From an optimization exercise on the open Yosys and OpenROAD flow, aimed at small area; shortcuts taken in it are not production practice. The RTL was checked by simulation tests, not by an equivalence proof against the original design. No activity file was given, so power comes from the tool's default toggle rates.

<file path="design/flow/design.v">
module router_fifo(clk,rst,rd_en,we,din,dout,full,cnt_nz,sft_rst,rd_eff);
input clk,rst,rd_en,we,sft_rst;
input [7:0]din;
output [7:0]dout;
output full,cnt_nz,rd_eff;
reg [7:0]mem[15:0];
reg [4:0]cnt;
reg rd_q;
integer i;
wire wr_eff;
assign full=cnt[4];
assign cnt_nz=|cnt;
assign rd_eff=rd_en&cnt_nz&!sft_rst;
assign wr_eff=we&!full&!sft_rst;
always@(posedge clk)
begin
	if(wr_eff)
	begin
		mem[0]<=din;
		for(i=1;i<16;i=i+1)
			mem[i]<=mem[i-1];
	end
end
always@(posedge clk)
begin
	if(!rst||sft_rst)
		cnt<=5'd0;
	else if(wr_eff&&!rd_eff)
		cnt<=cnt+1'b1;
	else if(rd_eff&&!wr_eff)
		cnt<=cnt-1'b1;
end
always@(posedge clk)
begin
	if(!rst)
		rd_q<=1'b0;
	else
		rd_q<=rd_eff;
end
reg [7:0]mo;
always@(*)
begin
	mo=8'h00;
	for(i=0;i<16;i=i+1)
		mo=mo|({8{rd_q&&cnt[3:0]==i}}&mem[i]);
end
assign dout=mo;
endmodule
module rfsm(clk,rst,pkt_vld,din,sft_any,cnt_nz0,cnt_nz1,cnt_nz2,fifo_full,parity_done,low_pkt_vld,addr,busy,detect_add,wait_state,lfd_state,ld_state,laf_state,cpe_state,write_enb_reg);
input clk,rst,pkt_vld,sft_any,cnt_nz0,cnt_nz1,cnt_nz2,fifo_full,parity_done,low_pkt_vld;
input [1:0]din;
output reg [1:0]addr;
output busy,detect_add,wait_state,lfd_state,ld_state,laf_state,cpe_state,write_enb_reg;
parameter DECODE_ADDRESS = 3'b000,
	  WAIT_TILL_EMPTY=3'b001,
	  LOAD_FIRST_DATA = 3'b010,
	  LOAD_DATA = 3'b011,
	  LOAD_PARITY=3'b100,
	  FIFO_FULL_STATE=3'b101,
	  LOAD_AFTER_FULL=3'b110,
	  CHECK_PARITY_ERROR=3'b111;
reg [2:0] state,next;
reg din_empty,addr_empty;
always@(posedge clk)
begin
	if(!rst)
		addr<=2'd0;
	else if(state==DECODE_ADDRESS)
		addr<=din;
end
always@(posedge clk)
begin
	if(!rst||sft_any)
		state<=DECODE_ADDRESS;
	else
		state<=next;
end
always@(*)
begin
	case(din)
		2'd0:din_empty=!cnt_nz0;
		2'd1:din_empty=!cnt_nz1;
		default:din_empty=!cnt_nz2;
	endcase
	case(addr)
		2'd0:addr_empty=!cnt_nz0;
		2'd1:addr_empty=!cnt_nz1;
		2'd2:addr_empty=!cnt_nz2;
		default:addr_empty=1'b0;
	endcase
end
always@(*)
begin
	next=DECODE_ADDRESS;
	case(state)
		DECODE_ADDRESS:
			if(pkt_vld&&din!=2'd3)
				next=din_empty?LOAD_FIRST_DATA:WAIT_TILL_EMPTY;
		WAIT_TILL_EMPTY:
			next=addr_empty?LOAD_FIRST_DATA:WAIT_TILL_EMPTY;
		LOAD_FIRST_DATA:
			next=LOAD_DATA;
		LOAD_DATA:
			if(fifo_full)
				next=FIFO_FULL_STATE;
			else if(!pkt_vld)
				next=LOAD_PARITY;
			else
				next=LOAD_DATA;
		LOAD_PARITY:
			next=CHECK_PARITY_ERROR;
		FIFO_FULL_STATE:
			next=fifo_full?FIFO_FULL_STATE:LOAD_AFTER_FULL;
		LOAD_AFTER_FULL:
			if(parity_done)
				next=DECODE_ADDRESS;
			else if(low_pkt_vld)
				next=LOAD_PARITY;
			else
				next=LOAD_DATA;
		CHECK_PARITY_ERROR:
			next=fifo_full?FIFO_FULL_STATE:DECODE_ADDRESS;
	endcase
end
assign detect_add=(state==DECODE_ADDRESS);
assign wait_state=(state==WAIT_TILL_EMPTY);
assign lfd_state=(state==LOAD_FIRST_DATA);
assign ld_state=(state==LOAD_DATA);
assign laf_state=(state==LOAD_AFTER_FULL);
assign cpe_state=(state==CHECK_PARITY_ERROR);
assign write_enb_reg=(state==LOAD_DATA)||(state==LOAD_PARITY)||(state==LOAD_AFTER_FULL);
assign busy=!((state==DECODE_ADDRESS)||(state==LOAD_DATA));
endmodule
module router_reg(clk,rst,pkt_vld,din,fifo_full,detect_add,wait_state,lfd_state,ld_state,laf_state,cpe_state,parity_done,low_pkt_vld,err,dout);
input clk,rst,pkt_vld,fifo_full,detect_add,wait_state,lfd_state,ld_state,laf_state,cpe_state;
input [7:0]din;
output reg parity_done,low_pkt_vld,err;
output reg [7:0]dout;
reg [7:0]par;
wire load_parity=(ld_state&&!pkt_vld&&!fifo_full)||(laf_state&&!parity_done&&low_pkt_vld);
always@(posedge clk)
begin
	if(detect_add||(ld_state&&!fifo_full)||(!pkt_vld&&!ld_state&&!wait_state&&!lfd_state))
		dout<=din;
end
always@(posedge clk)
begin
	if(!rst||cpe_state)
		low_pkt_vld<=1'b0;
	else if(ld_state&&!pkt_vld)
		low_pkt_vld<=1'b1;
end
always@(posedge clk)
begin
	if(detect_add)
		par<=din;
	else if(lfd_state&&!pkt_vld)
		par<=8'd0;
	else if((ld_state&&pkt_vld)||load_parity)
		par<=par^din;
end
always@(posedge clk)
begin
	if(!rst||detect_add)
		parity_done<=1'b0;
	else if(load_parity)
		parity_done<=1'b1;
end
always@(posedge clk)
begin
	if(!rst)
		err<=1'b0;
	else
		err<=parity_done&&(par!=8'd0);
end
endmodule
module rsynch(clk,rst,rd_en,cnt_nz,vld_out,sft_rst);
input clk,rst,rd_en,cnt_nz;
output vld_out,sft_rst;
reg [4:0]count;
assign sft_rst=&count;
assign vld_out=cnt_nz&!sft_rst;
always@(posedge clk)
begin
	if(!rst||!vld_out||rd_en)
		count<=5'b11110;
	else
		count<={count[3:0],count[4]^count[2]};
end
endmodule
module router_top(clk,rst,din,rd_en0,rd_en1,rd_en2,pkt_vld,vld_out0,vld_out1,vld_out2,dout0,dout1,dout2,busy,err);
input clk,rst,rd_en0,rd_en1,rd_en2,pkt_vld;
input [7:0] din;
output vld_out0,vld_out1,vld_out2,busy,err;
output [7:0]dout0,dout1,dout2;
wire [7:0]data;
wire [1:0]addr;
wire full0,full1,full2,nz0,nz1,nz2,sft_rst0,sft_rst1,sft_rst2,rde0,rde1,rde2;
wire detect_add,wait_state,lfd_state,ld_state,laf_state,cpe_state,write_enb_reg,parity_done,low_pkt_vld;
reg fifo_full;
always@(*)
begin
	case(addr)
		2'd0:fifo_full=full0;
		2'd1:fifo_full=full1;
		2'd2:fifo_full=full2;
		default:fifo_full=1'b0;
	endcase
end
rfsm FSM(clk,rst,pkt_vld,din[1:0],sft_rst0|sft_rst1|sft_rst2,nz0,nz1,nz2,fifo_full,parity_done,low_pkt_vld,addr,busy,detect_add,wait_state,lfd_state,ld_state,laf_state,cpe_state,write_enb_reg);
router_reg REG(clk,rst,pkt_vld,din,fifo_full,detect_add,wait_state,lfd_state,ld_state,laf_state,cpe_state,parity_done,low_pkt_vld,err,data);
rsynch SYN0(clk,rst,rd_en0,nz0,vld_out0,sft_rst0);
rsynch SYN1(clk,rst,rd_en1,nz1,vld_out1,sft_rst1);
rsynch SYN2(clk,rst,rd_en2,nz2,vld_out2,sft_rst2);
router_fifo FIFO_0(clk,rst,rd_en0,write_enb_reg&&addr==2'd0,data,dout0,full0,nz0,sft_rst0,rde0);
router_fifo FIFO_1(clk,rst,rd_en1,write_enb_reg&&addr==2'd1,data,dout1,full1,nz1,sft_rst1,rde1);
router_fifo FIFO_2(clk,rst,rd_en2,write_enb_reg&&addr==2'd2,data,dout2,full2,nz2,sft_rst2,rde2);
endmodule
</file>
<file path="design/flow/flow/run.sh">
#!/bin/bash
# Own layout flow: the standard layout (standard.sh) with
#  - the standard synthesis script, but an area-oriented ABC mapping script
#    (flow/area.abc) for the combinational logic; registers are mapped by
#    dfflibmap before ABC exactly as in the standard synthesis,
#  - smaller port buffers,
#  - a clock tree of clkbuf_8 leaves without dummy loads,
#  - no pre-placement upsizing (ABC buffers are removed instead),
#  - global placement that does not keep its timing-driven buffering, and
#    downsizing of non-critical cells after global routing.
set -euo pipefail
W=$PWD
sed "s#log_cmd abc {\*}\$abc_args#set abc_args [lreplace \$abc_args 1 1 $W/flow/area.abc]; log_cmd abc {*}\$abc_args#" \
  "$FLOW_HOME/scripts/synth.tcl" > "$W/synth_area.tcl"
grep -q "flow/area.abc" "$W/synth_area.tcl"
sed "s#source \$::env(SCRIPTS_DIR)/synth.tcl#source $W/synth_area.tcl#" synth_recipe.tcl > "$W/synth_recipe_area.tcl"
grep -q "synth_area.tcl" "$W/synth_recipe_area.tcl"
sed "s#SYNTH_SCRIPT=[^ ]*#SYNTH_SCRIPT=$W/synth_recipe_area.tcl#" standard.sh > "$W/standard_area.sh"
grep -q "synth_recipe_area.tcl" "$W/standard_area.sh"
export BUFFER_PORTS_ARGS="-buffer_cell sky130_fd_sc_hd__buf_1"
export REMOVE_ABC_BUFFERS=1
export RECOVER_POWER=100
export GPL_KEEP_OVERFLOW=0
export CTS_ARGS="-sink_clustering_enable -repair_clock_nets -sink_clustering_size 22 -sink_clustering_max_diameter 60 -buf_list sky130_fd_sc_hd__clkbuf_8 -dont_use_dummy_load"
bash "$W/standard_area.sh" finish > standard_flow.log 2>&1
</file>
<file path="design/flow/flow/area.abc">
strash
&get -n
&st
&syn4
&dch -f
&nf -a -R 100
&put
topo
stime -c
</file>
<file path="design/flow/standard.sh">
#!/bin/bash
# synth_recipe.tcl (not shown) runs the flow's synth.tcl, then flattens the netlist and writes it again
# the make line also repeats each setting of config.mk as NAME=value (left out here)
make -C /OpenROAD-flow-scripts/flow DESIGN_CONFIG=/design/flow/config.mk WORK_HOME=/design/flow/orfs CLKGATE_MAP_FILE= SYNTH_SCRIPT=/design/flow/synth_recipe.tcl "${@:-finish}"
</file>
<file path="design/flow/config.mk">
export PLATFORM = sky130hd
export DESIGN_NAME = router_top
export DESIGN_NICKNAME = router_top
export VERILOG_FILES = /design/flow/design.v
export SDC_FILE = /design/flow/constraint.sdc
export NUM_CORES = 4
export LEC_CHECK = 0
export CAP_MARGIN = 20
export CORE_MARGIN = 2
export CORE_UTILIZATION = 60
export SLEW_MARGIN = 20
</file>
<file path="design/flow/constraint.sdc">
create_clock -name core_clock -period 4.0 [get_ports {clk}]
set_input_delay 0.8000 -clock core_clock [delete_from_list [all_inputs] [get_ports {clk}]]
set_output_delay 0.8000 -clock core_clock [all_outputs]
set_load 0.01 [all_outputs]
</file>
==> impl_metrics.ini, run 1 <==
[logic_synthesis]
synth.distinct_cells = 40
syn_inst = 927
async_reset_ff_share_pct = 0
avgSynthCellArea_sq_um = 17.5
ys_seq_area_share_pct = 79.3
yosys_warnings = 6
synth-seq-cells = 441
yosys_most_used_dff = edfxtp_1
netlist_area_sq_mm = 0.0162
synth_edf_count = 400

[die]
rows = 60
core_sq_mm = 0.0267
die_w_microns = 168
dieArea_sq_mm = 0.0283
ios = 43
dieHeight_microns = 168
start_util_pct = 60.6

[placement]
gp_congestion = 0.833
port_buffers = 42
dp_cells = 1347
pre_cts_ws_ns = 0.409
place_hpwl_microns = 23000

[timing]
slew_violations = 0
worst_slack_ns = 0.280
hold_viol = 0
finalClockSkew_ns = 0.0791
finalSetupViolCount = 0
clock.fmax_mhz = 269
period_share_pct = 93.0
rsz0062_at_grt = false
setup_tns_ns = 0
layout_min_cycle_time_ns = 3.72
worst_pin_slew_ns = 1.36
relSlewSlack_pct = 8.27

[route]
routed_wl_microns = 36100
ant_nets = 0
dr.first_iter.drc_count = 1293
firstDrtPassIters = 9
via_per_inst = 6.82
vias = 9438
wl_per_cell_microns = 26.1
drc_errors = 0

[cells_and_area]
final_cells = 1383
fill_cells = 1905
drive_above_1_share_pct = 5.09
diodes = 0
area_growth_pct = 7.98
fin_nets = 1073
layout_common_cells = 400 x edfxtp_1, 72 x a222oi_1, 64 x nor2_1
final_common_cell = edfxtp_1

[worst_setup_path]
startpoint_type = flip-flop
critPathMaxFanout = 8
r2r_slack_ns = 0.36
critPathRequiredTime_ns = 3.20
r2r_cells = 9
end_kind = output port
arrival_ns = 2.92
worstSetupPathType = reg2out

[clocking]
clk_pin_slew_worst_paths_ns = 0.12
cts_setup_buffers = 0
ctsHoldBuffers = 0
htreeDepth = 2
cts_made_buffers = 36
root_buffer = clkbuf_8
numClockSinks = 441
cts_tree = yes
clk_path_buf_depth = 3
cts_resized = 0
clock_latency_ns = 0.58

[min_path]
hold_path.class = reg2reg
min_path_cells = 0

[power_and_ir_drop]
power_density_mw_per_mm2 = 537
vdd_drop_max_uv = 345
power.total_mw = 9.39
leakagePower_nw = 5.34

[grt]
grt_max_degree = 23
antenna_found_initial = 0
grt_pass1_wl_microns = 54300
grt_pass1_vias = 9366
overflow = 0
grt.total_usage_pct = 25.4

[outcome]
status = no timing/DRC/antenna violations

[run]
drv_cap = 0
[worst max-delay path, cell delays in order (launching register included)]
cell      delay, ns
dfxtp_1        0.38
or3b_1         0.43
nor2_1         0.76
a222oi_1       0.26
and4_1         0.26
nand4_1        0.10
buf_1          0.17
[stage by stage]
stage               utilization [%]  instance area, sq um  hold slack [ns]
CTS                            65.8                 17600            0.389
finish                         65.4                 17500            0.379
global placement               62.7                 16800            0.426
floorplan                         -                 16200            0.418
global route                   65.4                 17500            0.405
detailed placement             63.9                 17100            0.432
[power breakdown]
group	internal, mW	switching (mW)
clock	0.811	1.35
sequential	5.53	0.346
combinational	0.471	0.882
[synthesized netlist by cell type, types with 2 or more instances]
| library cell | n | area share, % |
|---|---|---|
| o21ai_0 | 5 | 0.15 |
| nand3b_1 | 6 | 0.28 |
| or3b_1 | 2 | 0.11 |
| nor3_1 | 9 | 0.28 |
| clkinv_1 | 8 | 0.19 |
| xor2_1 | 3 | 0.16 |
| a311oi_1 | 9 | 0.49 |
| or2_0 | 15 | 0.58 |
| a22oi_1 | 39 | 1.8 |
| nor2b_1 | 3 | 0.12 |
| or3_1 | 6 | 0.23 |
| nand2b_1 | 8 | 0.31 |
| a221oi_1 | 17 | 0.92 |
| edfxtp_1 | 400 | 74 |
| ha_1 | 12 | 0.93 |
| nor4_1 | 5 | 0.19 |
| and3_1 | 13 | 0.50 |
| mux2_1 | 3 | 0.21 |
| nand3_1 | 21 | 0.65 |
| nand4_1 | 18 | 0.70 |
| a222oi_1 | 72 | 4.5 |
| a22o_1 | 28 | 1.5 |
| xnor2_1 | 6 | 0.32 |
| fa_1 | 3 | 0.37 |
| and4_1 | 16 | 0.87 |
| o31ai_1 | 3 | 0.14 |
| a21oi_1 | 26 | 0.80 |
| nand2_1 | 49 | 1.1 |
| a21o_1 | 6 | 0.28 |
| and2_0 | 3 | 0.12 |
| dfxtp_1 | 41 | 5.1 |
| nor2_1 | 64 | 1.5 |
[layer usage]
| metal | share of wire, % | wire length [microns] | GRT usage [%] | up-vias |
|---|---|---|---|---|
| met5 | 0 | 0 | 0 | - |
| met4 | 3.0 | 1090 | 8.66 | 0 |
| met3 | 9.6 | 3470 | 4.84 | 89 |
| met2 | 48 | 17300 | 40.7 | 574 |
| met1 | 39 | 14200 | 35.6 | 4637 |
| li1 | - | - | - | 4138 |
[sequential cells by signal, summed over array words and instances, names as in the netlist, 2 cells and up]
| register | cells |
|---|---|
| SYN0.count | 5 |
| FIFO_2.mem | 128 |
| FSM.addr | 2 |
| FIFO_0.mem | 128 |
| FIFO_2.cnt | 5 |
| FIFO_1.mem | 128 |
| SYN1.count | 5 |
| FSM.state | 3 |
| SYN2.count | 5 |
| REG.dout | 8 |
| FIFO_1.cnt | 5 |
| REG.par | 8 |
| FIFO_0.cnt | 5 |
[layout make-up]
class | count | area (sq um) | share of cell area [%]
flip-flops and latches | 441 | 12800 | 73.4
repair buffers | 79 | 354 | 2.03
well taps | 341 | 427 | 2.44
multi-input cells | 478 | 3340 | 19.1
clock buffers | 36 | 495 | 2.84
inverters | 8 | 30.0 | 0.172
[worst paths after layout]
kind | end | startpoint
hold reg to reg | FIFO_1.mem[10][7]$_DFFE_PP_ | FIFO_1.mem[9][7]$_DFFE_PP_
setup reg to reg | FIFO_0.mem[3][3]$_DFFE_PP_ | FSM.state[0]$_SDFF_PP0_
setup / recovery | dout0[5] | FIFO_0.cnt[3]$_SDFFE_PP0P_
hold / removal | FIFO_1.mem[10][7]$_DFFE_PP_ | FIFO_1.mem[9][7]$_DFFE_PP_
[cell families after synthesis]
logic type,Yosys count,synth area share (%)
AO/OA/AOI/OAI,212,10.9
XOR/XNOR,9,0.487
multiplexers,4,0.271
flip-flops,441,79.3
AND/OR/NAND/NOR,238,7.55
adder cells (fa/ha/maj),15,1.30
buffers and inverters,8,0.186
==> run 2, diff against run 1 <==
--- a/design/flow/flow/run.sh
+++ b/design/flow/flow/run.sh
@@ -21,5 +21,5 @@
 export REMOVE_ABC_BUFFERS=1
 export RECOVER_POWER=100
 export GPL_KEEP_OVERFLOW=0
-export CTS_ARGS="-sink_clustering_enable -repair_clock_nets -sink_clustering_size 22 -sink_clustering_max_diameter 60 -buf_list sky130_fd_sc_hd__clkbuf_8 -dont_use_dummy_load"
+export CTS_ARGS="-sink_clustering_enable -repair_clock_nets -sink_clustering_size 32 -sink_clustering_max_diameter 60 -buf_list sky130_fd_sc_hd__clkbuf_16 -dont_use_dummy_load"
 bash "$W/standard_area.sh" finish > standard_flow.log 2>&1
==> run 2 against run 1 <==
  * Flip-flop and latch count is the same
  * Clock skew fell by 0.029 ns
  * Wire length up 0.37%
  * Combinational power is essentially flat
  * Via count grew 0.32%
  * Non-clock buffer count did not move
  * Clock power grew 42%
  * Fmax hardly changed
  * Die area is the same
  * Sequential power about the same
  * Design area rose by 2.3%
  * Critical endpoint unchanged
  * Largest cell class unchanged
==> impl_metrics.ini, run 2 <==
[placement]
place_area_sq_mm = 0.0171
dp_cells = 1347
port_buffers = 42
place_hpwl_microns = 23000
gp_congestion = 0.833

[worst_setup_path]
r2r-end = FIFO_0.mem[3][3]$_DFFE_PP_
end_kind = output port
r2r_start = FSM.state[0]$_SDFF_PP0_
arrival_ns = 2.92
worstSetupPathType = reg2out
r2r_slack_ns = 0.38
critPathRequiredTime_ns = 3.20
r2r_cells = 9
startpoint_type = flip-flop
critPathMaxFanout = 8

[logic_synthesis]
ys_seq_area_share_pct = 79.3
yosys_warnings = 6
synth_edf_count = 400
yosys_most_used_dff = edfxtp_1
synth_area_leader_cell = edfxtp_1
synth_commonest_cells = 400 x edfxtp_1, 72 x a222oi_1, 64 x nor2_1
netlist_area_sq_mm = 0.0162
synth-seq-cells = 441
avgSynthCellArea_sq_um = 17.5
post-synth-top-count-cell = edfxtp_1
async_reset_ff_share_pct = 0
synth.distinct_cells = 40
synth_top_area_share_pct = 74.2
syn_inst = 927
synth_area_leaders = edfxtp_1 74%, dfxtp_1 5.1%, a222oi_1 4.5%, a22oi_1 1.8%, a22o_1 1.5%

[route]
drc_errors = 0
firstDrtPassIters = 5
dr.first_iter.drc_count = 1345
via_per_inst = 6.85
routed_wl_microns = 36200
wl_per_cell_microns = 26.2
ant_nets = 0
vias = 9468

[timing]
slew_violations = 0
worst_pin_slew_ns = 1.34
rsz0062_at_grt = false
layout_min_cycle_time_ns = 3.72
finalSetupViolCount = 0
period_share_pct = 92.9
hold_viol = 0
setup_tns_ns = 0
relSlewSlack_pct = 10.1
finalClockSkew_ns = 0.0498
clock.fmax_mhz = 269
worst_hold_slack_ns = 0.435

[die]
die_w_microns = 168
ios = 43
rows = 60
dieArea_sq_mm = 0.0283
dieHeight_microns = 168
start_util_pct = 60.6
core_sq_mm = 0.0267

[min_path]
min_to = FIFO_2.mem[6][6]$_DFFE_PP_
min_path_cells = 0
hp-start = FIFO_2.mem[5][6]$_DFFE_PP_
hold_path.class = reg2reg

[cells_and_area]
fin_area_sq_mm = 0.0179
fin_nets = 1073
final_common_cell = edfxtp_1
final_cells = 1383
fill_cells = 1857
layout_common_cells = 400 x edfxtp_1, 72 x a222oi_1, 64 x nor2_1
drive_above_1_share_pct = 5.09
area_growth_pct = 10.5
top_regs = FIFO_0.mem: 128 flops, FIFO_1.mem: 128 flops, FIFO_2.mem: 128 flops
diodes = 0

[grt]
grt_pass1_vias = 9422
grt_max_degree = 20
antenna_found_initial = 0
grt_pass1_wl_microns = 54700
grt.total_usage_pct = 25.6
overflow = 0

[clocking]
numClockSinks = 441
ctsHoldBuffers = 0
clk_path_buf_depth = 3
root_buffer = clkbuf_16
cts_resized = 0
htreeDepth = 2
clock_latency_ns = 0.53
clk_pin_slew_worst_paths_ns = 0.06
cts_setup_buffers = 0
cts_made_buffers = 36
cts_tree = yes

[power_and_ir_drop]
vdd_drop_max_uv = 436
power_density_mw_per_mm2 = 576
leakagePower_nw = 5.53
power.total_mw = 10.3

[run]
drv_cap = 0

[outcome]
status = no timing/DRC/antenna violations
==> run 2: final cells by class <==
type / instances / area [sq um] / share of cell area, %
timing repair buffer: 79 / 354 / 1.98
sequential: 441 / 12800 / 71.8
tap: 341 / 427 / 2.39
multi-input combinational: 478 / 3340 / 18.7
inverter: 8 / 30.0 / 0.168
clock buffer: 36 / 901 / 5.04
==> run 2: metrics by stage <==
stage	setup WS, ns	utilization [%]
finish	0.283	66.9
global route	0.0800	66.9
CTS	0.322	67.3
detailed placement	0.409	63.9
global placement	-11.00	62.7
floorplan	-8.25	-
==> run 2: where the power goes <==
part | internal (mW) | switching [mW] | total (mW)
registers | 5.53 | 0.349 | 5.88
logic | 0.471 | 0.886 | 1.36
clock network | 1.59 | 1.47 | 3.06
==> run 2: how the worst max path moves through the flow <==
stage / start / end / slack, ns / cells after the start
final: FIFO_0.cnt[2]$_SDFFE_PP0P_ / dout0[5] / 0.28 / 6
after global routing: FSM.state[0]$_SDFF_PP0_ / FIFO_0.mem[15][3]$_DFFE_PP_ / 0.08 / 9
after CTS: FIFO_0.cnt[2]$_SDFFE_PP0P_ / dout0[5] / 0.32 / 6
after detailed placement: FSM.state[0]$_SDFF_PP0_ / FIFO_0.cnt[4]$_SDFFE_PP0P_ / 0.41 / 12
after global placement: FSM.state[1]$_SDFF_PP0_ / FIFO_0.cnt[4]$_SDFFE_PP0P_ / -11.00 / 12
after floorplan: FSM.state[1]$_SDFF_PP0_ / FIFO_0.cnt[4]$_SDFFE_PP0P_ / -8.25 / 12
==> run 2: cell families after synthesis <==
group           synth area share, %
mux                           0.271
buf+inv                       0.186
compound gates                 10.9
xor+xnor                      0.487
fa+ha+maj                      1.30
simple gates                   7.55
flops                          79.3
==> run 2: critical path: stages (launching register included) <==
cell	delay [ns]
dfxtp_1	0.37
or3b_1	0.46
nor2_1	0.79
a222oi_1	0.26
and4_1	0.26
nand4_1	0.10
buf_1	0.17
==> run 2: routing by layer <==
layer,vias to the layer above,part of all wire (%),global-route usage [%]
li1,4147,-,-
met1,4724,40,35.6
met2,516,48,41.2
met3,81,8.4,4.87
met4,0,2.9,9.11
met5,-,0,0
==> run 3, diff against run 2 <==
--- a/design/flow/flow/run.sh
+++ b/design/flow/flow/run.sh
@@ -21,5 +21,5 @@
 export REMOVE_ABC_BUFFERS=1
 export RECOVER_POWER=100
 export GPL_KEEP_OVERFLOW=0
-export CTS_ARGS="-sink_clustering_enable -repair_clock_nets -sink_clustering_size 32 -sink_clustering_max_diameter 60 -buf_list sky130_fd_sc_hd__clkbuf_16 -dont_use_dummy_load"
+export CTS_ARGS="-sink_clustering_enable -repair_clock_nets -sink_clustering_size 18 -sink_clustering_max_diameter 100 -buf_list sky130_fd_sc_hd__clkbuf_8 -dont_use_dummy_load"
 bash "$W/standard_area.sh" finish > standard_flow.log 2>&1
==> run 3 against run 2 <==
  * Global-route usage is 0.48 points lower
  * Setup slack worse by 0.087 ns
  * Critical path depth is 1 higher
  * Cell count is 0.58% lower
==> impl_metrics.ini, run 3 <==
[timing]
worst_pin_slew_ns = 1.35
worst_hold_slack_ns = 0.406
layout_min_cycle_time_ns = 3.80
worst_slack_ns = 0.196
clock.fmax_mhz = 263
slew_violations = 0
relSlewSlack_pct = 9.44
finalClockSkew_ns = 0.0463
rsz0062_at_grt = false
finalSetupViolCount = 0
period_share_pct = 95.1
hold_viol = 0

[worst_setup_path]
arrival_ns = 3.00
startpoint_type = flip-flop
end_kind = output port
worstSetupPathType = reg2out
r2r_cells = 9
critPathMaxFanout = 8
r2r_slack_ns = 0.33
critPathRequiredTime_ns = 3.20

[grt]
grt.total_usage_pct = 25.1
grt_max_degree = 20
overflow = 0
antenna_found_initial = 0
grt_pass1_wl_microns = 54000
grt_pass1_vias = 9229

[logic_synthesis]
synth_edf_count = 400
ys_seq_area_share_pct = 79.3
syn_inst = 927
yosys_most_used_dff = edfxtp_1
synth_xor_area_share_pct = 0.487
synth_area_leaders = edfxtp_1 74%, dfxtp_1 5.1%, a222oi_1 4.5%, a22oi_1 1.8%, a22o_1 1.5%
synth-simple-area-share_pct = 7.55
async_reset_ff_share_pct = 0
synth-compound-area-share_pct = 10.9
avgSynthCellArea_sq_um = 17.5
synth_top_area_share_pct = 74.2
synthMuxAreaShare_pct = 0.271
synth_fa_ha_area_share_pct = 1.30
yosys_warnings = 6
synth.distinct_cells = 40
synth_commonest_cells = 400 x edfxtp_1, 72 x a222oi_1, 64 x nor2_1
synth-seq-cells = 441
netlist_area_sq_mm = 0.0162
synth_top_family_by_area = compound AO/OA/AOI/OAI gates
synth_area_leader_cell = edfxtp_1
post-synth-top-count-cell = edfxtp_1

[route]
routed_wl_microns = 35900
ant_nets = 0
wl_per_cell_microns = 26.1
dr.first_iter.drc_count = 1443
firstDrtPassIters = 6
vias = 9385
drc_errors = 0
via_per_inst = 6.83

[clocking]
clock_latency_ns = 0.63
numClockSinks = 441
root_buffer = clkbuf_8
cts_setup_buffers = 0
cts_resized = 0
htreeDepth = 1
clk_path_buf_depth = 3
clk_pin_slew_worst_paths_ns = 0.11
cts_tree = yes
cts_made_buffers = 28
ctsHoldBuffers = 0

[power_and_ir_drop]
power.share.sequential_pct = 64.0
p_switching_mw = 2.55
swShare_pct = 27.8
leakagePower_nw = 5.29
p_clk_share_pct = 21.2
cellInternalPower_mw = 6.63
p_comb_share_pct = 14.8
vdd_drop_max_uv = 345
power_density_mw_per_mm2 = 528
power.total_mw = 9.17

[run]
drv_cap = 0

[placement]
gp_congestion = 0.833
dp_cells = 1347
pre_cts_ws_ns = 0.409
place_hpwl_microns = 23000
port_buffers = 42

[die]
core_sq_mm = 0.0267
ios = 43
rows = 60
dieHeight_microns = 168
start_util_pct = 60.6
die_w_microns = 168
dieArea_sq_mm = 0.0283

[cells_and_area]
final_cells = 1375
area_growth_pct = 7.30
top_regs = FIFO_0.mem: 128 flops, FIFO_1.mem: 128 flops, FIFO_2.mem: 128 flops
layout_common_cells = 400 x edfxtp_1, 72 x a222oi_1, 64 x nor2_1
fill_cells = 1909
final_common_cell = edfxtp_1
drive_above_1_share_pct = 4.35
diodes = 0
fin_nets = 1065

[min_path]
min_path_cells = 0
hold_path.class = reg2reg

[outcome]
status = no timing/DRC/antenna violations
[run 3: cell count changes in the layout (fill, tap and decap cells not counted)]
cell,delta
clkbuf_16,-36
clkbuf_8,+28
[run 3: through the flow]
| stage | cell area [sq um] | util, % | TNS [ns] |
|---|---|---|---|
| floorplan | 16200 | - | -2573.41 |
| global placement | 16800 | 62.7 | -3551.48 |
| detailed placement | 17100 | 63.9 | 0 |
| CTS | 17500 | 65.4 | 0 |
| global route | 17400 | 65.0 | 0 |
| finish | 17400 | 65.0 | 0 |
[run 3: worst max-delay path: stages, from the launching register on]
cell      delay (ns)
dfxtp_1         0.40
or2_0           0.34
nor2_1          0.81
a22o_1          0.26
a221oi_1        0.05
and4_1          0.26
nand3_1         0.09
buf_1           0.16
[run 3: layout make-up]
type,count,area [sq um],area share (%)
Clock buffer,28,385,2.22
Tap cell,341,427,2.46
Sequential cell,441,12800,73.9
Timing Repair Buffer,79,354,2.04
Multi-Input combinational cell,478,3340,19.2
Inverter,8,30.0,0.173
[run 3: path summary, 6_finish.rpt]
check | from | to
max | FIFO_1.cnt[0]$_SDFFE_PP0P_ | dout1[5]
min | FIFO_1.mem[3][7]$_DFFE_PP_ | FIFO_1.mem[4][7]$_DFFE_PP_
max reg2reg | FSM.state[0]$_SDFF_PP0_ | FIFO_0.mem[15][3]$_DFFE_PP_
min reg2reg | FIFO_1.mem[3][7]$_DFFE_PP_ | FIFO_1.mem[4][7]$_DFFE_PP_
[run 3: power groups by stage]
| stage | Clock [mW] | Sequential, mW | Combinational [mW] |
|---|---|---|---|
| after floorplan | 0 | 5.89 | 0.930 |
| after global placement | 0 | 6.06 | 1.23 |
| after detailed placement | 0 | 5.97 | 1.37 |
| after CTS | 1.97 | 5.87 | 1.37 |
| after global routing | 2.12 | 5.92 | 1.49 |
| final | 1.94 | 5.87 | 1.36 |
[run 3: kinds of logic (layout without fill, tap and decap cells)]
family | after synthesis | after routing
and+or+nand+nor | 238 | 238
adders and majority gates | 15 | 15
muxes | 4 | 4
buffers and inverters | 8 | 115
DFF | 441 | 441
AOI/OAI and AO/OA | 212 | 212
xor gates and xnor gates | 9 | 9
[run 3: routing by layer]
layer	share of wire [%]	track usage (%)
met4	3.1	7.83
met3	8.9	4.63
met5	0	0
met1	40	35.5
met2	48	40.4
==> run 4, diff against run 3 <==
==> design/flow/flow/area.abc (replaced) <==
strash
dc2
drw
drf
dc2
&get -n
&st
&dch -f
&nf -a -R 100
&put
topo
stime -c
--- a/design/flow/config.mk
+++ b/design/flow/config.mk
@@ -5,7 +5,7 @@
 export SDC_FILE = /design/flow/constraint.sdc
 export NUM_CORES = 4
 export LEC_CHECK = 0
-export CAP_MARGIN = 20
+export CAP_MARGIN = 0
 export CORE_MARGIN = 2
 export CORE_UTILIZATION = 60
-export SLEW_MARGIN = 20
+export SLEW_MARGIN = 0
==> run 4 against run 3 <==
  * Non-clock buffer count is 8 higher
  * Global-route usage is 0.57 points higher
  * First-iteration DRC count is 22% higher
  * Fmax is 2.4% lower
  * Core utilization is 0.50 points higher
  * Area after synthesis is 0.10% higher
  * Synthesized cell count is 1.7% higher
  * Largest power group unchanged
==> impl_metrics.ini, run 4 <==
[outcome]
status = no timing/DRC/antenna violations

[route]
via_per_inst = 6.83
routed_wl_microns = 36600
vias = 9558
wl_per_cell_microns = 26.1
dr.first_iter.drc_count = 1761
drc_errors = 0
ant_nets = 0
firstDrtPassIters = 7

[worst_setup_path]
crit_chain = nand3_1 -> nor2_1 -> a222oi_1 -> and4_1 -> nand3_1 -> buf_1
arrival_ns = 3.10
crit_path_max_incr_delay_ns = 0.86
r2r-end = FIFO_1.mem[10][6]$_DFFE_PP_
r2r_slack_ns = 0.25
critical-path-slowest-cell = nor2_1
worstSetupPathType = reg2out
critPathRequiredTime_ns = 3.20
r2r_start = FSM.state[1]$_SDFF_PP0_
crit_path_frequent_cell = nand3_1
critPathMaxFanout = 12
startpoint_type = flip-flop
end_kind = output port
r2r_cells = 9

[die]
core_sq_mm = 0.0267
die_w_microns = 168
rows = 60
dieHeight_microns = 168
dieArea_sq_mm = 0.0283
start_util_pct = 60.6
ios = 43

[grt]
overflow = 0
grt-busiest-layer = met2
grt.total_usage_pct = 25.7
antenna_found_initial = 0
grtUsageMet3_pct = 5.05
grtUsageMet1_pct = 37.6
grtUsageMet2_pct = 39.1
grt_pass1_vias = 9394
grt_pass1_wl_microns = 55100
grt_max_degree = 20

[clocking]
clk_pin_slew_worst_paths_ns = 0.11
clk_path_buf_depth = 3
root_buffer = clkbuf_8
cts_setup_buffers = 0
cts_made_buffers = 28
cts_tree = yes
htreeDepth = 1
clock_latency_ns = 0.60
numClockSinks = 441

[logic_synthesis]
synth_top_family_by_area = compound AO/OA/AOI/OAI gates
yosys_most_used_dff = edfxtp_1
synth-simple-area-share_pct = 8.08
synthMuxAreaShare_pct = 0.432
avgSynthCellArea_sq_um = 17.2
ys_seq_area_share_pct = 79.2
synth_fa_ha_area_share_pct = 1.30
synth_area_leaders = edfxtp_1 74%, a222oi_1 5.6%, dfxtp_1 5.1%, nor2_1 1.8%, nand2_1 1.3%
post-synth-top-count-cell = edfxtp_1
netlist_area_sq_mm = 0.0162
async_reset_ff_share_pct = 0
synth-seq-cells = 441
synth_area_leader_cell = edfxtp_1
syn_inst = 943
synth_edf_count = 400
synth_commonest_cells = 400 x edfxtp_1, 91 x a222oi_1, 76 x nor2_1
synth_top_area_share_pct = 74.1
yosys_warnings = 6
synth_xor_area_share_pct = 0.487
synth-compound-area-share_pct = 10.2
synth.distinct_cells = 39

[cells_and_area]
final_cells = 1399
drive_above_1_share_pct = 6.52
fin_area_sq_mm = 0.0175
fin_nets = 1089
top_regs = FIFO_0.mem: 128 flops, FIFO_1.mem: 128 flops, FIFO_2.mem: 128 flops
area_growth_pct = 8.02
final_common_cell = edfxtp_1
final_core_utilization_pct = 65.5
layout_common_cells = 400 x edfxtp_1, 91 x a222oi_1, 70 x nor2_1
fill_cells = 1871
diodes = 0

[timing]
relSlewSlack_pct = 16.0
layout_min_cycle_time_ns = 3.90
finalClockSkew_ns = 0.0459
hold_viol = 0
clock.fmax_mhz = 257
setup_tns_ns = 0
slew_violations = 0
finalSetupViolCount = 0
period_share_pct = 97.4
worst_pin_slew_ns = 1.25
worst_hold_slack_ns = 0.452

[min_path]
min_path_cells = 0
min_to = FIFO_2.mem[8][5]$_DFFE_PP_
hold_path.class = reg2reg
hp-start = FIFO_2.mem[7][5]$_DFFE_PP_

[placement]
place_area_sq_mm = 0.0172
place_hpwl_microns = 23400
port_buffers = 42
dp_cells = 1371
gp_congestion = 0.877

[power_and_ir_drop]
leakagePower_nw = 5.47
vdd_drop_max_uv = 444
power_density_mw_per_mm2 = 503

[run]
drv_cap = 0
-- run 4: changes by cell type in the layout (fill, tap and decap cells not counted), moves of 8 or more --
cell | previous run | this run
a222oi_1 | 72 | 91
nand4_1 | 18 | 9
a22oi_1 | 39 | 26
nor3_1 | 6 | 14
a22o_1 | 28 | 6
-- run 4: kinds of logic (layout without fill, tap and decap cells) --
logic type / count (synthesis) / in the layout
AO/OA/AOI/OAI: 199 / 199
multiplexers: 7 / 7
buffers and inverters: 11 / 126
XOR/XNOR: 9 / 9
flip-flops: 441 / 441
adder cells (fa/ha/maj): 15 / 15
AND/OR/NAND/NOR: 261 / 261
-- run 4: layer usage --
metal,vias to the layer above,routed length (microns)
met1,4721,15000
li1,4182,-
met3,99,3640
met5,-,0
met4,0,1310
met2,556,16600
-- run 4: worst max path at each step --
stage,start,endpoint,slack (ns),depth (start not counted)
finish,FIFO_2.cnt[0]$_SDFFE_PP0P_,dout2[5],0.10,6
global route,FIFO_2.cnt[0]$_SDFFE_PP0P_,dout2[5],-0.005,6
CTS,FIFO_0.cnt[0]$_SDFFE_PP0P_,dout0[3],0.11,7
detailed placement,FSM.state[1]$_SDFF_PP0_,FIFO_0.cnt[4]$_SDFFE_PP0P_,0.23,13
global placement,FSM.state[1]$_SDFF_PP0_,FIFO_2.cnt[4]$_SDFFE_PP0P_,-16.91,13
floorplan,FSM.state[1]$_SDFF_PP0_,FIFO_0.cnt[4]$_SDFFE_PP0P_,-12.93,13
-- run 4: critical path, delay by kind of cell (launching register included) --
kind                   cells  cell delay [ns]
buffers and inverters      1             0.17
AO/OA/AOI/OAI              1             0.20
AND/OR/NAND/NOR            4             1.50
flip-flops                 1             0.62
-- run 4: metrics by stage --
step	setup WS, ns	power [mW]
after CTS	0.114	8.83
after global routing	-0.00480	9.17
after detailed placement	0.229	6.98
after global placement	-16.91	6.90
final	0.104	8.81
after floorplan	-12.93	6.47
-- run 4: power breakdown --
group / switching (mW) / internal (mW)
sequential: 0.304 / 5.22
clock: 1.28 / 0.628
combinational: 0.854 / 0.527
total: 2.43 / 6.37
-- run 4: final cells by class --
cell class | instances | area (sq um) | area share (%)
flip-flops and latches | 441 | 12800 | 73.3
multi-input cells | 491 | 3410 | 19.5
well taps | 341 | 427 | 2.44
repair buffers | 87 | 399 | 2.28
clock buffers | 28 | 385 | 2.20
inverters | 11 | 41.3 | 0.236
-- run 4: repair_timing --
action	4_1_cts	5_1_grt
setup endpoints to repair	0	5
hold buffers	0	0
resized for setup	0	7
==> run 5, diff against run 4 <==
==> design/flow/flow/area.abc (replaced) <==
strash
&get -n
&st
&syn4
&dch -f
&nf -a -R 100
&put
topo
stime -c
--- a/design/flow/config.mk
+++ b/design/flow/config.mk
@@ -5,7 +5,7 @@
 export SDC_FILE = /design/flow/constraint.sdc
 export NUM_CORES = 4
 export LEC_CHECK = 0
-export CAP_MARGIN = 0
+export CAP_MARGIN = 10
 export CORE_MARGIN = 2
 export CORE_UTILIZATION = 60
 export SLEW_MARGIN = 0
==> run 5 against run 4 <==
  * Still clean on timing, DRC and antenna
  * First-iteration DRC count down 24%
  * Area after synthesis fell by 0.10%
  * Sequential share of layout area grew 0.67 points
  * Worst hold slack worse by 0.035 ns
  * Via count decreased by 1.9%
  * Largest cell class unchanged
==> impl_metrics.ini, run 5 <==
[outcome]
status = no timing/DRC/antenna violations

[grt]
overflow = 0
grt.total_usage_pct = 25.2
grt_pass1_vias = 9326
grt_max_degree = 20
grt_pass1_wl_microns = 54200
antenna_found_initial = 0

[cells_and_area]
seq_area_sq_mm = 0.0128
final_common_cell = edfxtp_1
area_growth_pct = 7.15
top_regs = FIFO_0.mem: 128 flops, FIFO_1.mem: 128 flops, FIFO_2.mem: 128 flops
drive_above_1_share_pct = 3.98
fill_cells = 1876
fin_nets = 1060
final_core_utilization_pct = 64.9
diodes = 0
fin_area_sq_mm = 0.0173
layout_common_cells = 400 x edfxtp_1, 72 x a222oi_1, 64 x nor2_1
multi_input_area_sq_mm = 0.00334

[timing]
hold_viol = 0
worst_pin_slew_ns = 1.15
finalClockSkew_ns = 0.0417
layout_min_cycle_time_ns = 3.82
clock.fmax_mhz = 262
worst_slack_ns = 0.178
relSlewSlack_pct = 22.6
rsz0062_at_grt = false
period_share_pct = 95.6
finalSetupViolCount = 0
worst_hold_slack_ns = 0.417
slew_violations = 0

[placement]
gp_congestion = 0.833
place_area_sq_mm = 0.0171
place_hpwl_microns = 22900
port_buffers = 42
pre_cts_ws_ns = 0.242

[die]
dieArea_sq_mm = 0.0283
start_util_pct = 60.6
core_sq_mm = 0.0267
dieHeight_microns = 168
die_w_microns = 168
ios = 43
rows = 60

[power_and_ir_drop]
vdd_drop_max_uv = 373
power_density_mw_per_mm2 = 530
leakagePower_nw = 5.27

[logic_synthesis]
synth.distinct_cells = 40
synth_edf_count = 400
ys_seq_area_share_pct = 79.3
synth_area_leader_cell = edfxtp_1
async_reset_ff_share_pct = 0
syn_inst = 927
synth_area_leaders = edfxtp_1 74%, dfxtp_1 5.1%, a222oi_1 4.5%, a22oi_1 1.8%, a22o_1 1.5%
yosys_warnings = 6
netlist_area_sq_mm = 0.0162
synth_top_area_share_pct = 74.2
synth-seq-cells = 441
synth_commonest_cells = 400 x edfxtp_1, 72 x a222oi_1, 64 x nor2_1
avgSynthCellArea_sq_um = 17.5
yosys_most_used_dff = edfxtp_1
post-synth-top-count-cell = edfxtp_1

[clocking]
cts_tree = yes
clk_pin_slew_worst_paths_ns = 0.11
clk_path_buf_depth = 3
numClockSinks = 441
clock_latency_ns = 0.59
cts_setup_buffers = 0
ctsHoldBuffers = 0
root_buffer = clkbuf_8
cts_made_buffers = 28
htreeDepth = 1

[worst_setup_path]
r2r_start = FSM.state[1]$_SDFF_PP0_
crit_chain = or3b_1 -> nor2_1 -> a222oi_1 -> and4_1 -> nand4_1 -> buf_1
path_buf_inv = 1
crit_path_max_incr_delay_ns = 0.81
critPathRequiredTime_ns = 3.20
crit_family = simple AND/OR/NAND/NOR gates
critPathMaxFanout = 8
end_kind = output port
arrival_ns = 3.02
critPathLaunch = FIFO_0.cnt[2]$_SDFFE_PP0P_
critical-path-slowest-cell = nor2_1
worstSetupPathType = reg2out
startpoint_type = flip-flop

[min_path]
hp-start = FIFO_1.mem[1][5]$_DFFE_PP_
hold_path.class = reg2reg

[route]
ant_nets = 0
routed_wl_microns = 36100
dr.first_iter.drc_count = 1339
drc_errors = 0
vias = 9380
firstDrtPassIters = 6
via_per_inst = 6.85
wl_per_cell_microns = 26.3

[run]
drv_cap = 0
## run 5: cell types whose count changed after synthesis, moves of 5 or more
cell      previous run  this run
a221oi_1            11        17
a222oi_1            91        72
a22o_1               6        28
a22oi_1             26        39
a311oi_1             3         9
mux2i_1              7         1
nand2_1             54        49
nand2b_1            13         8
nand4_1              9        18
nor2_1              76        64
nor3_1              17         9
nor3b_1              7         0
xnor2_1              0         6
xor2_1               9         3
## run 5: kinds of logic after synthesis
| family | after synthesis | synth area share, % |
|---|---|---|
| DFF | 441 | 79.3 |
| xor gates and xnor gates | 9 | 0.487 |
| and+or+nand+nor | 238 | 7.55 |
| AOI/OAI and AO/OA | 212 | 10.9 |
| adders and majority gates | 15 | 1.30 |
| muxes | 4 | 0.271 |
| buffers and inverters | 8 | 0.186 |
## run 5: worst register-to-register path, cell delays in order (launching register included)
cell      delay [ns]
dfxtp_1         0.51
nand2_1         0.13
nor2_1          0.27
a21oi_1         0.18
nor3_2          0.20
clkbuf_1        0.51
clkbuf_1        0.52
clkbuf_1        0.71
buf_4           0.37
## run 5: final timing paths
check	end	slack (ns)	depth (start not counted)
worst min register to register	FIFO_1.mem[2][5]$_DFFE_PP_	0.42	0
worst min-delay path	FIFO_1.mem[2][5]$_DFFE_PP_	0.42	0
worst max-delay path	dout0[3]	0.18	6
worst max register to register	FIFO_0.mem[6][5]$_DFFE_PP_	0.31	8
## run 5: stage by stage
step	std cells	TNS [ns]	total power, mW
2_1_floorplan	927	-2573.41	6.82
3_3_place_gp	1310	-3551.48	7.29
3_5_place_dp	1341	0	7.34
4_1_cts	1369	0	9.23
5_1_grt	1370	0	9.55
6_report	1370	0	9.18
## run 5: area by class of cell
| type | count | share of cell area [%] |
|---|---|---|
| clock buffer | 28 | 2.22 |
| inverter | 8 | 0.173 |
| multi-input combinational | 478 | 19.3 |
| sequential | 441 | 74.0 |
| tap | 341 | 2.46 |
| timing repair buffer | 74 | 1.87 |
## run 5: power by group
group | switching, mW | internal (mW)
clock network | 1.32 | 0.630
logic | 0.894 | 0.475
registers | 0.346 | 5.52
## run 5: timing repair
item	CTS	global route
endpoints found under the hold margin	0	0
setup endpoints to repair	0	1
gates resized for setup	0	1
## run 5: layer usage
metal  share of wire (%)  wire, microns  track usage, %
met1                  41          14700            36.5
met2                  47          17100            39.6
met3                 8.8           3170            4.54
met4                 3.0           1090            8.06
met5                   0              0               0
==> run 6, diff against run 5 <==
--- a/design/flow/config.mk
+++ b/design/flow/config.mk
@@ -5,7 +5,7 @@
 export SDC_FILE = /design/flow/constraint.sdc
 export NUM_CORES = 4
 export LEC_CHECK = 0
-export CAP_MARGIN = 10
+export CAP_MARGIN = 5
 export CORE_MARGIN = 2
 export CORE_UTILIZATION = 60
-export SLEW_MARGIN = 0
+export SLEW_MARGIN = 5
==> run 6 against run 5 <==
  * Still clean on timing, DRC and antenna
  * Clock power about the same
  * Fmax up 1.5%
  * Area after synthesis unchanged
  * Combinational power about the same
  * Register-to-register slack worse by 0.02 ns
  * Non-clock buffer count down 1
  * Power down 0.38%
  * Critical endpoint is now dout0[5]
  * Largest cell class unchanged
  * Highest routed layer unchanged
==> impl_metrics.ini, run 6 <==
[route]
ant_nets = 0
vias = 9452
dr.first_iter.drc_count = 1294
firstDrtPassIters = 5
routed_wl_microns = 35800
wl_per_cell_microns = 26.2
via_per_inst = 6.90
drc_errors = 0

[cells_and_area]
seq_area_sq_mm = 0.0128
fill_cells = 1885
fin_area_sq_mm = 0.0173
area_growth_pct = 7.10
final_common_cell = edfxtp_1
fin_nets = 1059
drive_above_1_share_pct = 4.38
multi_input_area_sq_mm = 0.00334
layout_common_cells = 400 x edfxtp_1, 72 x a222oi_1, 64 x nor2_1
final_core_utilization_pct = 64.9
top_regs = FIFO_0.mem: 128 flops, FIFO_1.mem: 128 flops, FIFO_2.mem: 128 flops
diodes = 0

[worst_setup_path]
worstSetupPathType = reg2out
critical-path-slowest-cell = nor2_1
arrival_ns = 2.96
startpoint_type = flip-flop
path_buf_inv = 1
crit_path_max_incr_delay_ns = 0.75
end_kind = output port
critPathRequiredTime_ns = 3.20
critPathMaxFanout = 8
crit_chain = or3b_1 -> nor2_1 -> a222oi_1 -> and4_1 -> nand4_1 -> buf_1
crit_family = simple AND/OR/NAND/NOR gates

[logic_synthesis]
avgSynthCellArea_sq_um = 17.5
synth_commonest_cells = 400 x edfxtp_1, 72 x a222oi_1, 64 x nor2_1
post-synth-top-count-cell = edfxtp_1
async_reset_ff_share_pct = 0
netlist_area_sq_mm = 0.0162
synth_edf_count = 400
yosys_warnings = 6
synth_area_leader_cell = edfxtp_1
ys_seq_area_share_pct = 79.3
synth_top_area_share_pct = 74.2
yosys_most_used_dff = edfxtp_1
syn_inst = 927
synth_area_leaders = edfxtp_1 74%, dfxtp_1 5.1%, a222oi_1 4.5%, a22oi_1 1.8%, a22o_1 1.5%
synth-seq-cells = 441
synth.distinct_cells = 40

[placement]
port_buffers = 42
place_hpwl_microns = 22700
gp_congestion = 0.833
place_area_sq_mm = 0.0171

[timing]
clock.fmax_mhz = 266
relSlewSlack_pct = 6.79
rsz0062_at_grt = false
hold_viol = 0
setup_tns_ns = 0
finalSetupViolCount = 0
worst_pin_slew_ns = 1.39
layout_min_cycle_time_ns = 3.76
period_share_pct = 94.1
worst_hold_slack_ns = 0.420
slew_violations = 0
finalClockSkew_ns = 0.0460

[die]
dieHeight_microns = 168
core_sq_mm = 0.0267
ios = 43
rows = 60
die_w_microns = 168
start_util_pct = 60.6
dieArea_sq_mm = 0.0283

[power_and_ir_drop]
power_density_mw_per_mm2 = 528
p_switching_mw = 2.53
swShare_pct = 27.6
cellInternalPower_mw = 6.62
leakagePower_nw = 5.28
p_clk_share_pct = 21.1
power.total_mw = 9.15
vdd_drop_max_uv = 365
power.share.sequential_pct = 64.2
p_comb_share_pct = 14.7

[grt]
grt_pass1_vias = 9317
grt.total_usage_pct = 24.8
grt_max_degree = 20
antenna_found_initial = 0
grt_pass1_wl_microns = 53500
overflow = 0

[clocking]
clk_path_buf_depth = 3
cts_tree = yes
cts_setup_buffers = 0
htreeDepth = 1
cts_resized = 0
numClockSinks = 441
cts_made_buffers = 28
clock_latency_ns = 0.59
ctsHoldBuffers = 0
root_buffer = clkbuf_8
clk_pin_slew_worst_paths_ns = 0.11

[outcome]
status = no timing/DRC/antenna violations

[run]
drv_cap = 0

[min_path]
hold_path.class = reg2reg
-- run 6: cell counts after synthesis --
No cell type changed its count.
-- run 6: logic make-up after synthesis --
kind of cell / Yosys count / synth area share (%)
AO/OA/AOI/OAI: 212 / 10.9
AND/OR/NAND/NOR: 238 / 7.55
multiplexers: 4 / 0.271
buffers and inverters: 8 / 0.186
adder cells (fa/ha/maj): 15 / 1.30
flip-flops: 441 / 79.3
XOR/XNOR: 9 / 0.487
-- run 6: metal layers --
layer	share of wire, %	GRT usage [%]	wire length, microns
met5	0	0	0
met4	3.4	8.21	1210
met3	9.1	4.47	3280
met2	47	39.4	16800
met1	41	35.5	14600
-- run 6: final timing paths --
check | start | to | slack (ns) | cells after the start
worst max register to register | FSM.state[1]$_SDFF_PP0_ | FIFO_0.mem[6][5]$_DFFE_PP_ | 0.29 | 8
worst max-delay path | FIFO_0.cnt[3]$_SDFFE_PP0P_ | dout0[5] | 0.24 | 6
worst min register to register | FIFO_1.mem[7][7]$_DFFE_PP_ | FIFO_1.mem[8][7]$_DFFE_PP_ | 0.42 | 0
worst min-delay path | FIFO_1.mem[7][7]$_DFFE_PP_ | FIFO_1.mem[8][7]$_DFFE_PP_ | 0.42 | 0
-- run 6: power groups by stage --
stage / sequential [mW] / clock [mW] / combinational (mW)
finish: 5.87 / 1.93 / 1.35
detailed placement: 5.97 / 0 / 1.35
CTS: 5.87 / 1.97 / 1.36
global route: 5.92 / 2.11 / 1.48
global placement: 6.06 / 0 / 1.23
floorplan: 5.89 / 0 / 0.930
-- run 6: per-stage QoR --
step	setup slack (ns)	std cells
2_1_floorplan	-8.25	927
3_3_place_gp	-11.00	1310
3_5_place_dp	0.395	1341
4_1_cts	0.223	1369
5_1_grt	0.0268	1369
6_report	0.236	1369
-- run 6: final cells by class --
type                       count  area share, %
clock buffer                  28           2.22
tap                          341           2.46
multi-input combinational    478           19.3
inverter                       8          0.173
sequential                   441           74.0
timing repair buffer          73           1.86
==> run 7, diff against run 6 <==
--- a/design/flow/flow/run.sh
+++ b/design/flow/flow/run.sh
@@ -4,7 +4,7 @@
 #    (flow/area.abc) for the combinational logic; registers are mapped by
 #    dfflibmap before ABC exactly as in the standard synthesis,
 #  - smaller port buffers,
-#  - a clock tree of clkbuf_8 leaves without dummy loads,
+#  - a clock tree of clkbuf_8 leaves (up to 18 sinks each) without dummy loads,
 #  - no pre-placement upsizing (ABC buffers are removed instead),
 #  - global placement that does not keep its timing-driven buffering, and
 #    downsizing of non-critical cells after global routing.
==> design/flow/flow/area.abc (replaced) <==
strash
&get -n
&st
&syn2
&dch -f
&nf -a -R 100
&put
strash
&get -n
&st
&dch -f
&nf -a -R 100
&put
topo
stime -c
==> run 7 against run 6 <==
  * Still clean
  * Core utilization grew 0.78 points
  * Area after synthesis grew 0.20%
  * Flip-flop and latch count is the same
  * Global-route usage grew 0.54 points
  * Setup slack lost 0.14 ns
  * Sequential share of layout area shrank 0.86 points
  * Clock skew grew 0.015 ns
==> impl_metrics.ini, run 7 <==
[clocking]
cts_tree = yes
clk_path_buf_depth = 3
clock_latency_ns = 0.61
numClockSinks = 441
clk_pin_slew_worst_paths_ns = 0.11
htreeDepth = 1
root_buffer = clkbuf_8
cts_made_buffers = 28

[worst_setup_path]
end_kind = output port
arrival_ns = 3.10
r2r-end = FIFO_2.cnt[4]$_SDFFE_PP0P_
r2r_slack_ns = 0.22
r2r_start = FSM.state[2]$_SDFF_PP0_
critPathMaxFanout = 8
r2r_cells = 10
worstSetupPathType = reg2out
critPathRequiredTime_ns = 3.20
startpoint_type = flip-flop

[timing]
period_share_pct = 97.5
relSlewSlack_pct = 22.6
finalClockSkew_ns = 0.0606
worst_pin_slew_ns = 1.15
hold_viol = 0
clock.fmax_mhz = 256
finalSetupViolCount = 0
slew_violations = 0
worst_slack_ns = 0.0987
layout_min_cycle_time_ns = 3.90
rsz0062_at_grt = true

[cells_and_area]
layout_common_cells = 400 x edfxtp_1, 86 x nor2_1, 63 x a222oi_1
fin_area_sq_mm = 0.0175
fill_cells = 1853
fin_nets = 1098
diodes = 0
top_regs = FIFO_0.mem: 128 flops, FIFO_1.mem: 128 flops, FIFO_2.mem: 128 flops
drive_above_1_share_pct = 6.75
final_cells = 1408
area_growth_pct = 8.17
final_common_cell = edfxtp_1
final_core_utilization_pct = 65.6

[grt]
grt_pass1_wl_microns = 54400
grt.total_usage_pct = 25.4
antenna_found_initial = 2
overflow = 0
grt_pass1_vias = 9385
grt_max_degree = 19

[run]
drv_cap = 0

[logic_synthesis]
synth_top_area_share_pct = 74.1
async_reset_ff_share_pct = 0
synth_area_leaders = edfxtp_1 74%, dfxtp_1 5.1%, a222oi_1 3.9%, a22oi_1 2.5%, nor2_1 2.1%
synth.distinct_cells = 37
syn_inst = 961
netlist_area_sq_mm = 0.0162
ys_seq_area_share_pct = 79.1
synth_edf_count = 400
synth_area_leader_cell = edfxtp_1
synth_commonest_cells = 400 x edfxtp_1, 89 x nor2_1, 63 x a222oi_1
yosys_warnings = 6
avgSynthCellArea_sq_um = 16.9
yosys_most_used_dff = edfxtp_1
synth-seq-cells = 441
post-synth-top-count-cell = edfxtp_1

[die]
start_util_pct = 60.7
core_sq_mm = 0.0267
dieHeight_microns = 168
die_w_microns = 168
rows = 60
ios = 43
dieArea_sq_mm = 0.0284

[min_path]
min_path_cells = 1
min_to = SYN0.count[0]$_SDFF_PP0_
hold_path.class = reg2reg
hp-start = SYN0.count[4]$_SDFF_PP1_

[route]
via_per_inst = 6.81
met3_length_microns = 3440
maxUsedRoutingLayer = met5
dr.first_iter.drc_count = 1521
routed_wl_microns = 36300
drc_errors = 0
wl_per_cell_microns = 25.8
firstDrtPassIters = 8
vias = 9587
ant_nets = 0
route.met2.wl_microns = 16500
drt-met1-wl_microns = 15200

[placement]
place_hpwl_microns = 23300
place_area_sq_mm = 0.0171
pre_cts_ws_ns = 0.0445
gp_congestion = 0.848
dp_cells = 1380
port_buffers = 42

[outcome]
status = no timing/DRC/antenna violations

[power_and_ir_drop]
leakagePower_nw = 5.53
power.total_mw = 9.48
power_density_mw_per_mm2 = 541
vdd_drop_max_uv = 400
[run 7: changes by cell type after synthesis, moves of 7 or more]
cell      before  now
a22oi_1       39   54
and3_1        13    6
a22o_1        28   15
a311oi_1       9    1
o21ai_0        5   15
and4_1        16    3
nor2_1        64   89
a21oi_1       26   58
nand2_1       49   40
a222oi_1      72   63
[run 7: cell families after synthesis]
group           after synthesis  share of synthesized area [%]
fa+ha+maj                    15                           1.30
simple gates                244                           7.29
xor+xnor                     14                          0.756
mux                           7                          0.432
flops                       441                           79.1
buf+inv                       4                         0.0926
compound gates              236                           11.0
[run 7: repair_timing]
action | CTS | global route
setup buffers | 0 | 0
setup endpoints to repair | 0 | 4
hold buffers | 0 | 0
gates resized for setup | 0 | 6
[run 7: cell type report]
| cell class | instances | area (sq um) | area share (%) |
|---|---|---|---|
| inverter | 4 | 15.0 | 0.0856 |
| clock buffer | 28 | 385 | 2.20 |
| timing repair buffer | 78 | 480 | 2.74 |
| sequential | 441 | 12800 | 73.2 |
| multi-input combinational | 516 | 3400 | 19.4 |
| tap | 341 | 427 | 2.43 |
[run 7: critical path, cell delays in order (launching register included)]
cell and delay [ns]:
dfxtp_1 0.39, or2_0 0.36, nor2_1 0.93, a222oi_1 0.29, nand4_1 0.18, a21oi_1 0.05
nand3_1 0.14, buf_1 0.17
[run 7: power breakdown]
group	total (mW)	leakage [nW]	switching (mW)	internal, mW
Clock	1.92	0.201	1.29	0.629
Combinational	1.55	1.37	0.990	0.560
Sequential	6.01	3.96	0.402	5.61
Total	9.48	5.53	2.69	6.80
[run 7: metrics by stage]
step	setup TNS (ns)	hold slack [ns]
CTS	0	0.402
finish	0	0.410
global route	-0.0376	0.440
detailed placement	0	0.436
global placement	-4134.13	0.420
floorplan	-3074.22	0.410
[run 7: worst max-delay path by stage]
stage | cells past startpoint | from | to
after floorplan | 11 | FSM.state[1]$_SDFF_PP0_ | FIFO_1.cnt[4]$_SDFFE_PP0P_
after global placement | 11 | FSM.state[1]$_SDFF_PP0_ | FIFO_1.cnt[4]$_SDFFE_PP0P_
after detailed placement | 12 | FSM.state[0]$_SDFF_PP0_ | FIFO_0.cnt[4]$_SDFFE_PP0P_
after CTS | 12 | FSM.state[1]$_SDFF_PP0_ | FIFO_0.cnt[4]$_SDFFE_PP0P_
after global routing | 10 | FSM.state[2]$_SDFF_PP0_ | FIFO_2.cnt[4]$_SDFFE_PP0P_
final | 7 | FIFO_0.cnt[2]$_SDFFE_PP0P_ | dout0[1]
[run 7: routing by layer]
layer  vias to the layer above  GRT usage, %
met5                         -             0
met2                       556          39.4
li1                       4174             -
met4                         2          7.87
met3                        97          4.72
met1                      4758          37.2
==> run 8, diff against run 7 <==
==> design/flow/flow/area.abc (replaced) <==
strash
&get -n
&st
&syn2
&dch -f
&nf -a -R 100
&put
topo
stime -c
==> run 8 against run 7 <==
  * Die area grew 0.21%
  * Clock skew shrank 0.023 ns
  * Largest power group unchanged
  * Flip-flop and latch count is the same
  * Core utilization shrank 0.64 points
  * Setup slack gained 0.14 ns
  * Largest cell class unchanged
  * Clock power is essentially flat
  * Synthesized cell count shrank 0.73%
  * Register-to-register slack gained 0.16 ns
  * Cell count shrank 0.43%
==> impl_metrics.ini, run 8 <==
[clocking]
clk_pin_slew_worst_paths_ns = 0.11
clock_latency_ns = 0.61
root_buffer = clkbuf_8
clk_path_buf_depth = 3
cts_tree = yes
numClockSinks = 441
htreeDepth = 1
cts_made_buffers = 28
cts_setup_buffers = 0

[cells_and_area]
fin_nets = 1092
final_common_cell = edfxtp_1
fill_cells = 1895
drive_above_1_share_pct = 4.34
layout_common_cells = 400 x edfxtp_1, 83 x nor2_1, 68 x a222oi_1
top_regs = FIFO_0.mem: 128 flops, FIFO_1.mem: 128 flops, FIFO_2.mem: 128 flops
diodes = 0
area_growth_pct = 7.20
multi_input_area_sq_mm = 0.00341
seq_area_sq_mm = 0.0128

[grt]
antenna_found_initial = 0
grt.total_usage_pct = 25.2
grt_pass1_wl_microns = 54200
grt_max_degree = 19
overflow = 0
grt_pass1_vias = 9321

[worst_setup_path]
end_kind = output port
crit_path_max_incr_delay_ns = 0.83
crit_path_frequent_cell = nand3_1
critical-path-slowest-cell = nor2_1
critPathRequiredTime_ns = 3.20
crit_family = simple AND/OR/NAND/NOR gates
arrival_ns = 2.96
crit_chain = nand3_1 -> nor2_1 -> a222oi_1 -> and4_1 -> nand3_1 -> buf_1
startpoint_type = flip-flop
path_buf_inv = 1
worstSetupPathType = reg2out
critPathMaxFanout = 8

[route]
drc_errors = 0
routed_wl_microns = 36400
ant_nets = 0
vias = 9519
dr.first_iter.drc_count = 1214
via_per_inst = 6.79
wl_per_cell_microns = 25.9
firstDrtPassIters = 6

[placement]
place_hpwl_microns = 23300
port_buffers = 42
gp_congestion = 0.833

[timing]
period_share_pct = 94.1
relSlewSlack_pct = 21.2
worst_pin_slew_ns = 1.17
setup_tns_ns = 0
worst_hold_slack_ns = 0.422
finalSetupViolCount = 0
layout_min_cycle_time_ns = 3.76
finalClockSkew_ns = 0.0377
rsz0062_at_grt = false
clock.fmax_mhz = 266
hold_viol = 0
slew_violations = 0

[run]
drv_cap = 0

[die]
core_sq_mm = 0.0268
dieArea_sq_mm = 0.0284
dieHeight_microns = 169
start_util_pct = 60.6
die_w_microns = 169
rows = 60
ios = 43

[power_and_ir_drop]
leakagePower_nw = 5.31
p_switching_mw = 2.69
p_clk_share_pct = 20.4
power.share.sequential_pct = 62.7
power_density_mw_per_mm2 = 541
p_comb_share_pct = 16.9
vdd_drop_max_uv = 417
swShare_pct = 28.5
cellInternalPower_mw = 6.73

[min_path]
hold_path.class = reg2reg

[logic_synthesis]
synth_area_leader_cell = edfxtp_1
synth_area_leaders = edfxtp_1 74%, dfxtp_1 5.1%, a222oi_1 4.2%, nor2_1 1.9%, a22oi_1 1.6%
yosys_warnings = 6
ys_seq_area_share_pct = 79.0
synth-seq-cells = 441
synth_top_area_share_pct = 73.9
syn_inst = 954
synth.distinct_cells = 35
post-synth-top-count-cell = edfxtp_1
yosys_most_used_dff = edfxtp_1
async_reset_ff_share_pct = 0
synth_commonest_cells = 400 x edfxtp_1, 83 x nor2_1, 68 x a222oi_1
avgSynthCellArea_sq_um = 17.0
synth_edf_count = 400
netlist_area_sq_mm = 0.0163

[outcome]
status = no timing/DRC/antenna violations
[run 8: final cells by class]
class	instances	share of cell area [%]
Clock buffer	28	2.21
Inverter	7	0.151
Multi-Input combinational cell	506	19.6
Sequential cell	441	73.7
Tap cell	341	2.45
Timing Repair Buffer	79	1.95
[run 8: what timing repair did]
action / CTS / global route
hold buffers: 0 / 0
endpoints found under the setup margin: 0 / 1
resized for setup: 0 / 1
[run 8: power groups by stage]
stage / Combinational, mW / Clock [mW] / Sequential (mW)
floorplan: 1.13 / 0 / 5.91
global route: 1.75 / 2.12 / 5.96
CTS: 1.60 / 1.96 / 5.90
global placement: 1.48 / 0 / 6.10
detailed placement: 1.60 / 0 / 6.00
finish: 1.59 / 1.93 / 5.90
[run 8: worst paths after layout]
kind / slack, ns / endpoint / from / cells past startpoint
worst max-delay path: 0.24 / dout2[6] / FIFO_2.cnt[0]$_SDFFE_PP0P_ / 6
worst min-delay path: 0.42 / FIFO_0.mem[13][1]$_DFFE_PP_ / FIFO_0.mem[12][1]$_DFFE_PP_ / 0
worst max register to register: 0.38 / FIFO_2.cnt[4]$_SDFFE_PP0P_ / FIFO_2.cnt[2]$_SDFFE_PP0P_ / 13
worst min register to register: 0.42 / FIFO_0.mem[13][1]$_DFFE_PP_ / FIFO_0.mem[12][1]$_DFFE_PP_ / 0
[run 8: metal layers]
| metal | GRT usage, % | up-vias | share of wire [%] |
|---|---|---|---|
| met2 | 38.9 | 528 | 47 |
| met4 | 8.02 | 0 | 2.4 |
| met3 | 4.51 | 68 | 9.3 |
| met5 | 0 | - | 0 |
| met1 | 37.2 | 4778 | 42 |
| li1 | - | 4145 | - |
[run 8: cell families after synthesis]
| kind of cell | Yosys count | share of synthesized area [%] |
|---|---|---|
| buf+inv | 7 | 0.162 |
| xor+xnor | 20 | 1.08 |
| simple gates | 259 | 7.95 |
| fa+ha+maj | 15 | 1.29 |
| mux | 7 | 0.431 |
| flops | 441 | 79.0 |
| compound gates | 205 | 10.1 |
[run 8: worst reg2reg max path: cells and delay by family (launching register included)]
| kind | cells | cell delay, ns |
|---|---|---|
| compound gates | 3 | 0.47 |
| flops | 1 | 0.37 |
| fa+ha+maj | 2 | 0.66 |
| simple gates | 5 | 1.60 |
| xor+xnor | 1 | 0.09 |
| buf+inv | 2 | 0.37 |
[run 8: metrics by stage]
| step | instances | utilization [%] | setup slack (ns) | area (sq um) | power [mW] |
|---|---|---|---|---|---|
| 2_1_floorplan | 954 | - | -12.06 | 16300 | 7.04 |
| 3_3_place_gp | 1337 | 62.8 | -15.69 | 16800 | 7.57 |
| 3_5_place_dp | 1374 | 64.0 | 0.331 | 17200 | 7.60 |
| 4_1_cts | 1402 | 65.4 | 0.247 | 17500 | 9.47 |
| 5_1_grt | 1402 | 65.0 | 0.0396 | 17400 | 9.83 |
| 6_report | 1402 | 65.0 | 0.236 | 17400 | 9.42 |

-- re-timing with driven ports --
The flow's constraints put no driver on any port. The routed layouts listed below were extracted and timed again, unchanged, in two steps. Step 1 assumes that a clkbuf_16 drives the clock port and a buf_2 every other input. Step 2 also shifts input and output timing later by t, the mid clock arrival at the registers, as if the neighbouring blocks saw the same clock. a / b / c = ideal / step 1 / step 2; a / b = the first two.
run | shift t [ns] | setup WS [ns] | worst register clock-pin slew, ns
run 1 | 0.589 | 0.280 / 0.234 / 0.359 | 0.12 / 0.12
run 2 | 0.558 | 0.283 / 0.230 / 0.382 | 0.08 / 0.08
run 3 | 0.652 | 0.196 / 0.149 / 0.326 | 0.12 / 0.12
run 4 | 0.622 | 0.104 / 0.057 / 0.254 | 0.11 / 0.11
run 5 | 0.625 | 0.178 / 0.132 / 0.306 | 0.12 / 0.12
run 6 | 0.621 | 0.236 / 0.188 / 0.292 | 0.12 / 0.12
run 7 | 0.629 | 0.099 / 0.052 / 0.220 | 0.12 / 0.12
run 8 | 0.641 | 0.236 / 0.189 / 0.381 | 0.12 / 0.12
After both steps every run listed still meets setup and hold.
